This design comes from an exercise in tuning for a short achievable clock period and few clock cycles on the open sky130 flow, not from production work. The RTL was checked by simulation tests, not by an equivalence proof against the original design. Power is estimated from default activity; no workload was simulated.

==> design.v <==
`timescale 1ns / 1ps
module alu(input [31:0]a,input [31:0]b,input [2:0]alu_control, output reg [31:0] result);
	always@(*)
	begin
		case (alu_control)                                    
		3'b000: result = a + b;
		3'b001: result = a - b;
		3'b010: result = a & b;
		3'b011: result = a | b;                               
		3'b100: result = a ^ b;
		3'b101: result = a << b;
		3'b110: result = a >> b;
		default: result = 32'b0;
		endcase
	end
endmodule
`timescale 1ns / 1ps
module control_logic(instr,RegDst,RegWr,ExtOp,ALUSrc,ALUCtr,MemWr,MemtoReg,rs,rt,rd,imm16,branch,jump);
input [31:0] instr;
output reg RegDst,RegWr,ExtOp,ALUSrc,MemWr,MemtoReg,branch,jump;
output reg [15:0] imm16;
output reg [4:0] rs,rt,rd;
output reg [2:0] ALUCtr;
wire [5:0] op;
wire [5:0] func;
assign op = instr[31:26];
assign func = instr[5:0];
always @(*) begin
	branch = 1'b0; jump = 1'b0; RegDst = 1'b0; RegWr = 1'b0;
	ExtOp = 1'b0; ALUSrc = 1'b0; ALUCtr = 3'b000; MemtoReg = 1'b0;
	MemWr = 1'b0;
	rs = instr[25:21]; rt = instr[20:16]; rd = 5'b0; imm16 = instr[15:0];
	case (op)
	6'b000000:begin                                                   
				 RegDst = 1'b1; rd = instr[15:11];
				 case (func)
				 6'b100000: begin RegWr = 1'b1; ALUCtr = 3'b000; end
				 6'b100010: begin RegWr = 1'b1; ALUCtr = 3'b001; end
				 6'b100100: begin RegWr = 1'b1; ALUCtr = 3'b010; end
				 6'b100101: begin RegWr = 1'b1; ALUCtr = 3'b011; end
				 6'b100110: begin RegWr = 1'b1; ALUCtr = 3'b100; end
				 6'b000000: begin RegWr = 1'b1; ALUCtr = 3'b101; end
				 6'b000010: begin RegWr = 1'b1; ALUCtr = 3'b110; end
				 default:   begin RegWr = 1'b0; ALUCtr = 3'b000; end
				 endcase
				 end
	6'b001101:begin                                                   
				RegWr = 1'b1; ExtOp = 1'b0; ALUSrc = 1'b1; ALUCtr = 3'b011;
				end
	6'b100011:begin                                                  
				 RegWr = 1'b1; ExtOp = 1'b1; ALUSrc = 1'b1; ALUCtr = 3'b000; MemtoReg = 1'b1;
				 end
	6'b101011:begin                                                  
				 ExtOp = 1'b1; ALUSrc = 1'b1; ALUCtr = 3'b000; MemWr = 1'b1;
				 end
	6'b000100:begin                                                  
				 branch = 1'b1; ALUCtr = 3'b001;
				 end
	6'b000010:begin                                                  
				 jump = 1'b1; rs = 5'b0; rt = 5'b0;
				 end
	default: ;
	endcase
end
endmodule
`timescale 1ns / 1ps
module regfile(ReadRegister1,ReadRegister2,WriteRegister,WriteData,RegWrite,reset,clk,ReadData1,ReadData2);
input reset,clk,RegWrite;
input [4:0] ReadRegister1,ReadRegister2,WriteRegister;
input [31:0] WriteData;
output [31:0] ReadData1,ReadData2;
reg [31:0] RegArray [0:31];
integer i;
always @(posedge clk or posedge reset) begin
if (reset) begin
	for (i = 0; i < 32; i = i + 1) RegArray[i] <= 32'b0;
end
else begin
	if (RegWrite) RegArray[WriteRegister] <= WriteData;
end
end
assign ReadData1 = (ReadRegister1 == 0) ? 32'b0 : RegArray[ReadRegister1];
assign ReadData2 = (ReadRegister2 == 0) ? 32'b0 : RegArray[ReadRegister2];
endmodule
`timescale 1ns / 1ps
module Mux(a,b,sel,o);
input sel;
input [31:0] a,b;
output [31:0] o;
assign o = (sel == 0) ? a : b;
endmodule
module execute(instr,branch,zero,jump,reset,clk,Ans,StoreData,MemWr,DataOut);
input reset,clk;
input [31:0] instr;
input [31:0] DataOut;
output branch,zero,jump;
output [31:0] Ans,StoreData;
output MemWr;
wire RegDst,RegWr,ExtOp,ALUSrc,MemtoReg;
wire [2:0] ALUCtr;
wire [31:0] Extension;
wire [31:0] W,W1,A,B;
wire [31:0] rt32,rd32,rw32;
wire [15:0] imm16;
wire [4:0] rs,rt,rd,rw;
control_logic CONTROL(instr,RegDst,RegWr,ExtOp,ALUSrc,ALUCtr,MemWr,MemtoReg,
							 rs,rt,rd,imm16,branch,jump);
assign Extension = (ExtOp == 1'b0) ? {16'b0,imm16} : {{16{imm16[15]}},imm16};
assign rt32 = {27'b0,rt};
assign rd32 = {27'b0,rd};
Mux mux1(rt32,rd32,RegDst,rw32);
assign rw = rw32[4:0];
Mux mux2(B,Extension,ALUSrc,W1);
regfile REGISTER(rs,rt,rw,W,RegWr,reset,clk,A,B);
alu ALU(A,W1,ALUCtr,Ans);                             
Mux mux3(Ans,DataOut,MemtoReg,W);
assign StoreData = B;
assign zero = (ALUCtr == 3'b001 && Ans == 32'b0) ? 1'b1 : 1'b0;
endmodule
`timescale 1ns / 1ps
module Fetch(branch,zero,jump,pc,instr,pc_new);
input branch,zero,jump;
input [29:0] pc;
input [31:0] instr;              
output [29:0] pc_new;
wire [29:0] w2,w3,w4,w6,w7,w8;
wire w5;
assign w2 = pc + 30'b1;
assign w4 = {{14{instr[15]}},instr[15:0]};
assign w3 = pc + w4;
assign w5 = branch && zero;
assign w6 = (w5 == 1'b1) ? w3 : w2;
assign w7[29:26] = pc[29:26];
assign w7[25:0] = instr[25:0];
assign w8 = (jump == 1'b1) ? w7 : w6;
assign pc_new = w8;
endmodule
`timescale 1ns / 1ps
module processor(clk,rst,imem_addr,imem_data,dmem_addr,dmem_wdata,dmem_we,dmem_rdata);
input clk,rst;
output [29:0] imem_addr;         
input [31:0] imem_data;          
output [31:0] dmem_addr;         
output [31:0] dmem_wdata;
output dmem_we;
input [31:0] dmem_rdata;         
reg [29:0] pc;
reg [31:0] instruction_new;
wire [29:0] pc_next;
wire branch,zero,jump;
always @(posedge clk or posedge rst) begin
if (rst) begin
	pc <= 30'b0;
	instruction_new <= 32'b0;
end
else begin
	pc <= pc_next;
	instruction_new <= imem_data;
end
end
assign imem_addr = pc;
Fetch fetch (branch,zero,jump,pc,instruction_new,pc_next);
execute Execute (instruction_new,branch,zero,jump,rst,clk,dmem_addr,dmem_wdata,dmem_we,dmem_rdata);
endmodule
==> run.sh <==
#!/bin/bash
# synth_recipe.tcl (not shown) runs the flow's synth.tcl, then flattens the netlist and writes it again
# the make line also repeats each setting of config.mk as NAME=value (left out here)
make -C /OpenROAD-flow-scripts/flow DESIGN_CONFIG=/design/flow/config.mk WORK_HOME=/design/flow/orfs CLKGATE_MAP_FILE= SYNTH_SCRIPT=/design/flow/synth_recipe.tcl finish
==> config.mk <==
export PLATFORM = sky130hd
export DESIGN_NAME = processor
export DESIGN_NICKNAME = processor
export VERILOG_FILES = /design/flow/design.v
export SDC_FILE = /design/flow/constraint.sdc
export NUM_CORES = 4
export LEC_CHECK = 0
export CAP_MARGIN = 20
export CORE_MARGIN = 2
export CORE_UTILIZATION = 30
export PLACE_DENSITY = 0.5
export SLEW_MARGIN = 20
==> constraint.sdc <==
create_clock -name core_clock -period 13.0 [get_ports {clk}]
set_input_delay 2.6000 -clock core_clock [delete_from_list [all_inputs] [get_ports {clk}]]
set_output_delay 2.6000 -clock core_clock [all_outputs]
set_load 0.01 [all_outputs]
==> key figures <==
Clock network
  • Cts bufs inserted: 135
  • Root buffer cell: clkbuf_16
  • H-tree levels: 4
  • Clk buf depth: 3
  • Clock Latency Late Sink: 840 ps
  • CTS tree: done
  • Clk slew on worst S/H paths: 60 ps
  • Clock sink total: 1054

Routing
  • Vias per inst: 6.858
  • DRT antenna net count: 0
  • DR WL/cell: 48.27 um
  • Remaining DRCs: 0
  • Initial DRC count: 12.27k
  • Wirelength, routed: 520200 um
  • Drt first pass iters: 9
  • Vias: 73.90k

Synthesis
  • Area share of and/or/nand/nor cells after synthesis: 0.1753
  • Syn_nets: 7807
  • #FFs+latches synth: 1054
  • Top-area cell type share of the netlist area: 0.4025
  • Most common cell in the netlist: nand2_1
  • Cells after synthesis: 7614
  • Number of synthesized flops with an enable pin: 0
  • Largest family of logic cells by synthesized area: compound AO/OA/AOI/OAI gates
  • Adder-cell share of the synthesized area: 0.02448
  • Post-synth top area cell: dfrtp_1
  • Most frequent cells after synthesis: nand2_1 (1288), o21ai_0 (1161), dfrtp_1 (1054)
  • Synth Area per Inst: 8.605 um2
  • Synth warn: 5
  • Synth Area in Compound Gates: 0.2593
  • Synth unique cells: 111
  • Synth async-reset ratio: 1.000
  • Seq/Total Area, Yosys: 0.4025
  • Mux cell area share after synthesis: 0.07404
  • Cell Area, Synth: 65520 um2
  • Most common flop cell mapped by yosys: dfrtp_1
  • Top post-synthesis cells by area: dfrtp_1 (40%), o21ai_0 (8.9%), nand2_1 (7.4%)
  • Synth Area in XOR/XNOR: 0.009758

Worst setup path
  • Crit path from: instruction_new[27]$_DFF_PP0_
  • Critical Path AT: 10050 ps
  • CP most frequent cell: buf_4
  • Worst Setup Start Kind: register
  • Worst Setup End Kind: output port
  • Crit path largest cell delay: 830 ps
  • CP Data Required Time: 10400 ps
  • Crit Path Max Fanout: 30
  • RR Startpoint: instruction_new[27]$_DFF_PP0_
  • Crit path kind: reg -> out
  • CP max stage cell: or4b_4

Timing
  • Fin Hold WS: 492.2 ps
  • Worst setup margin: 347.6 ps
  • Slew margin rel.: 0.1333
  • Worst-margin pin slew: 1296 ps
  • Min Clock Period, post-route: 12650 ps
  • Worst Skew: 53.25 ps
  • Final Slew Violations: 0
  • RSZ-0062 raised after global routing: false
  • Fin crit share: 0.9733
  • Final Setup Violations: 0
  • Peak Freq: 0.07904 GHz
  • Fin. Hold Viols: 0

Floorplan
  • Chip Width: 471.3 um
  • Initial Util: 0.3017
  • Core Area: 217200 um2
  • Num ports: 161
  • Die area: 222200 um2
  • # rows: 171
  • Die Span Y: 471.3 um

Power
  • VDD IR max: 0.1542 mV
  • Static leakage: 34.33 nW
  • Pwr dens: 161.6 nW/um2

Placement
  • Post-DP Area: 73240 um2
  • HPWL after detailed placement: 373600 um
  • Pre-CTS setup slack: 481.4 ps
  • Cells after DPL: 10.47k
  • PortBufs: 160
  • GP Congestion: 1.104

GRT
  • GRT overflow: 0
  • Antenna violations before repair: 79
  • Gr usage total: 0.4554
  • First-pass GRT wire length: 678300 um
  • Largest net degree at the start of global routing: 154
  • Vias in the first global route: 67.83k

Min path
  • Hold Path Origin: Execute.REGISTER.RegArray[18][5]$_DFFE_PP0P_
  • Hold Path Class: reg -> reg

Cells and area
  • Fill cell count: 22.36k
  • Layout Cells excl Fill: 10.78k
  • Layout cell share with drive strength beyond 1: 0.1499
  • Syn-to-layout area delta: 19.13%
  • Nets: 7954
  • Post-layout util: 0.3594
  • Post-route cell area: 78060 um2

Job
  • Maxcap violations: 0

Run status
  • Status: no timing/DRC/antenna violations
[cell families (layout without fill, tap and decap cells)]
| logic type | Yosys count | count (layout) |
|---|---|---|
| multiplexers | 443 | 443 |
| flip-flops | 1054 | 1054 |
| AND/OR/NAND/NOR | 2452 | 2452 |
| AO/OA/AOI/OAI | 2626 | 2626 |
| buffers and inverters | 839 | 1092 |
| XOR/XNOR | 73 | 73 |
| adder cells (fa/ha/maj) | 127 | 127 |
| other | 0 | 54 |
[registers in the layout (all words and copies together), names as in the netlist]
name	flops
pc	30
Execute.REGISTER.RegArray	992
instruction_new	32
[per-stage QoR]
stage	setup TNS, ps	total power [W]
after global routing	0	0.01287
after CTS	0	0.01239
after floorplan	-4356770	0.005922
after detailed placement	0	0.008449
final	0	0.01261
after global placement	0	0.008463
[power by group]
group / switching (W) / internal (W) / leakage, nW / total [W]
logic: 0.00344 / 0.00137 / 22.3 / 0.00481
registers: 0.000327 / 0.00350 / 9.79 / 0.00383
clock network: 0.00170 / 0.00228 / 2.23 / 0.00397
[final timing paths]
| path | endpoint | slack [ps] | cells past startpoint |
|---|---|---|---|
| max | dmem_addr[31] | 350 | 29 |
| min in group asynchronous | Execute.REGISTER.RegArray[17][6]$_DFFE_PP0P_ | 2270 | 2 |
| max reg2reg | pc[29]$_DFFE_PP0N_ | 400 | 48 |
| max in group asynchronous | Execute.REGISTER.RegArray[24][24]$_DFFE_PP0P_ | 8230 | 5 |
| min | Execute.REGISTER.RegArray[18][5]$_DFFE_PP0P_ | 490 | 2 |
| min reg2reg | Execute.REGISTER.RegArray[18][5]$_DFFE_PP0P_ | 490 | 2 |
[cell usage in the layout (no fill, tap or decap), types with 62 or more instances in the layout]
cell type        instances
a22o_1                  88
a221oi_1                89
dfrtp_1               1044
nand2_1               1260
mux2_2                 102
o22ai_1                 64
nand3b_1                62
clkdlybuf4s50_1        160
a31oi_1                 67
o21ai_0               1144
buf_4                  533
nor2_1                 300
a21oi_1                255
a211oi_1                95
clkbuf_16              140
a22oi_1                203
nor3_1                 170
inv_1                  113
ha_1                   125
mux2i_1                300
and3_1                  79
nand3_1                139
[routing by layer]
layer | vias to the layer above | wire length, um | track usage
met5 | - | 272 | 0.0008652
met4 | 44 | 48190 | 0.3515
met3 | 1993 | 64260 | 0.1753
met2 | 6389 | 209700 | 0.6352
met1 | 37010 | 197700 | 0.5608
li1 | 28460 | - | -
[what timing repair did]
action | in CTS | in global routing
hold buffers | 0 | 0
resized for setup | 0 | 2
endpoints found under the setup margin | 0 | 4
buffers inserted | 0 | 4
[worst max-delay path, delay by kind of cell (launching register included)]
family	cells	cell delay [ps]
AOI/OAI and AO/OA	13	3980
xor gates and xnor gates	2	330
DFF	1	640
buffers and inverters	6	1960
adders and majority gates	1	340
and+or+nand+nor	7	1840
[cell type report]
cell class              instances  area [um2]  share of cell area
clock buffers                 192        3989             0.05110
diodes                         54       135.1            0.001731
clock inverters                51       601.8            0.007710
multi-input cells            5721       36650              0.4696
repair buffers                726        6230             0.07981
inverters                     123       465.4            0.005963
flip-flops and latches       1054       26410              0.3384
well taps                    2854        3571             0.04575
Testbench counts, summed over its fixed seeds: cycles 16,835.

re-timing with driven ports:
The flow's constraints put no driver on any port. The routed layout listed below was extracted and timed again, unchanged, in two steps. Step 1: set_driving_cell puts a clkbuf_16 on clk and a buf_2 on each other input, an assumption about the parent block. Step 2 also shifts input and output timing later by t, the mid clock arrival at the registers, as if the neighbouring blocks saw the same clock. Three values: no drivers, after step 1, after step 2; two values: the first two.
t (ns): 0.912
slack for setup (ns): 0.348 / 0.252 / 0.404
slew at the worst register clock pin (ns): 0.07 / 0.07
After both steps setup and hold are still met in this run. The setup slack of this run moves by -0.096 ns with the drivers and by +0.056 ns with both steps.
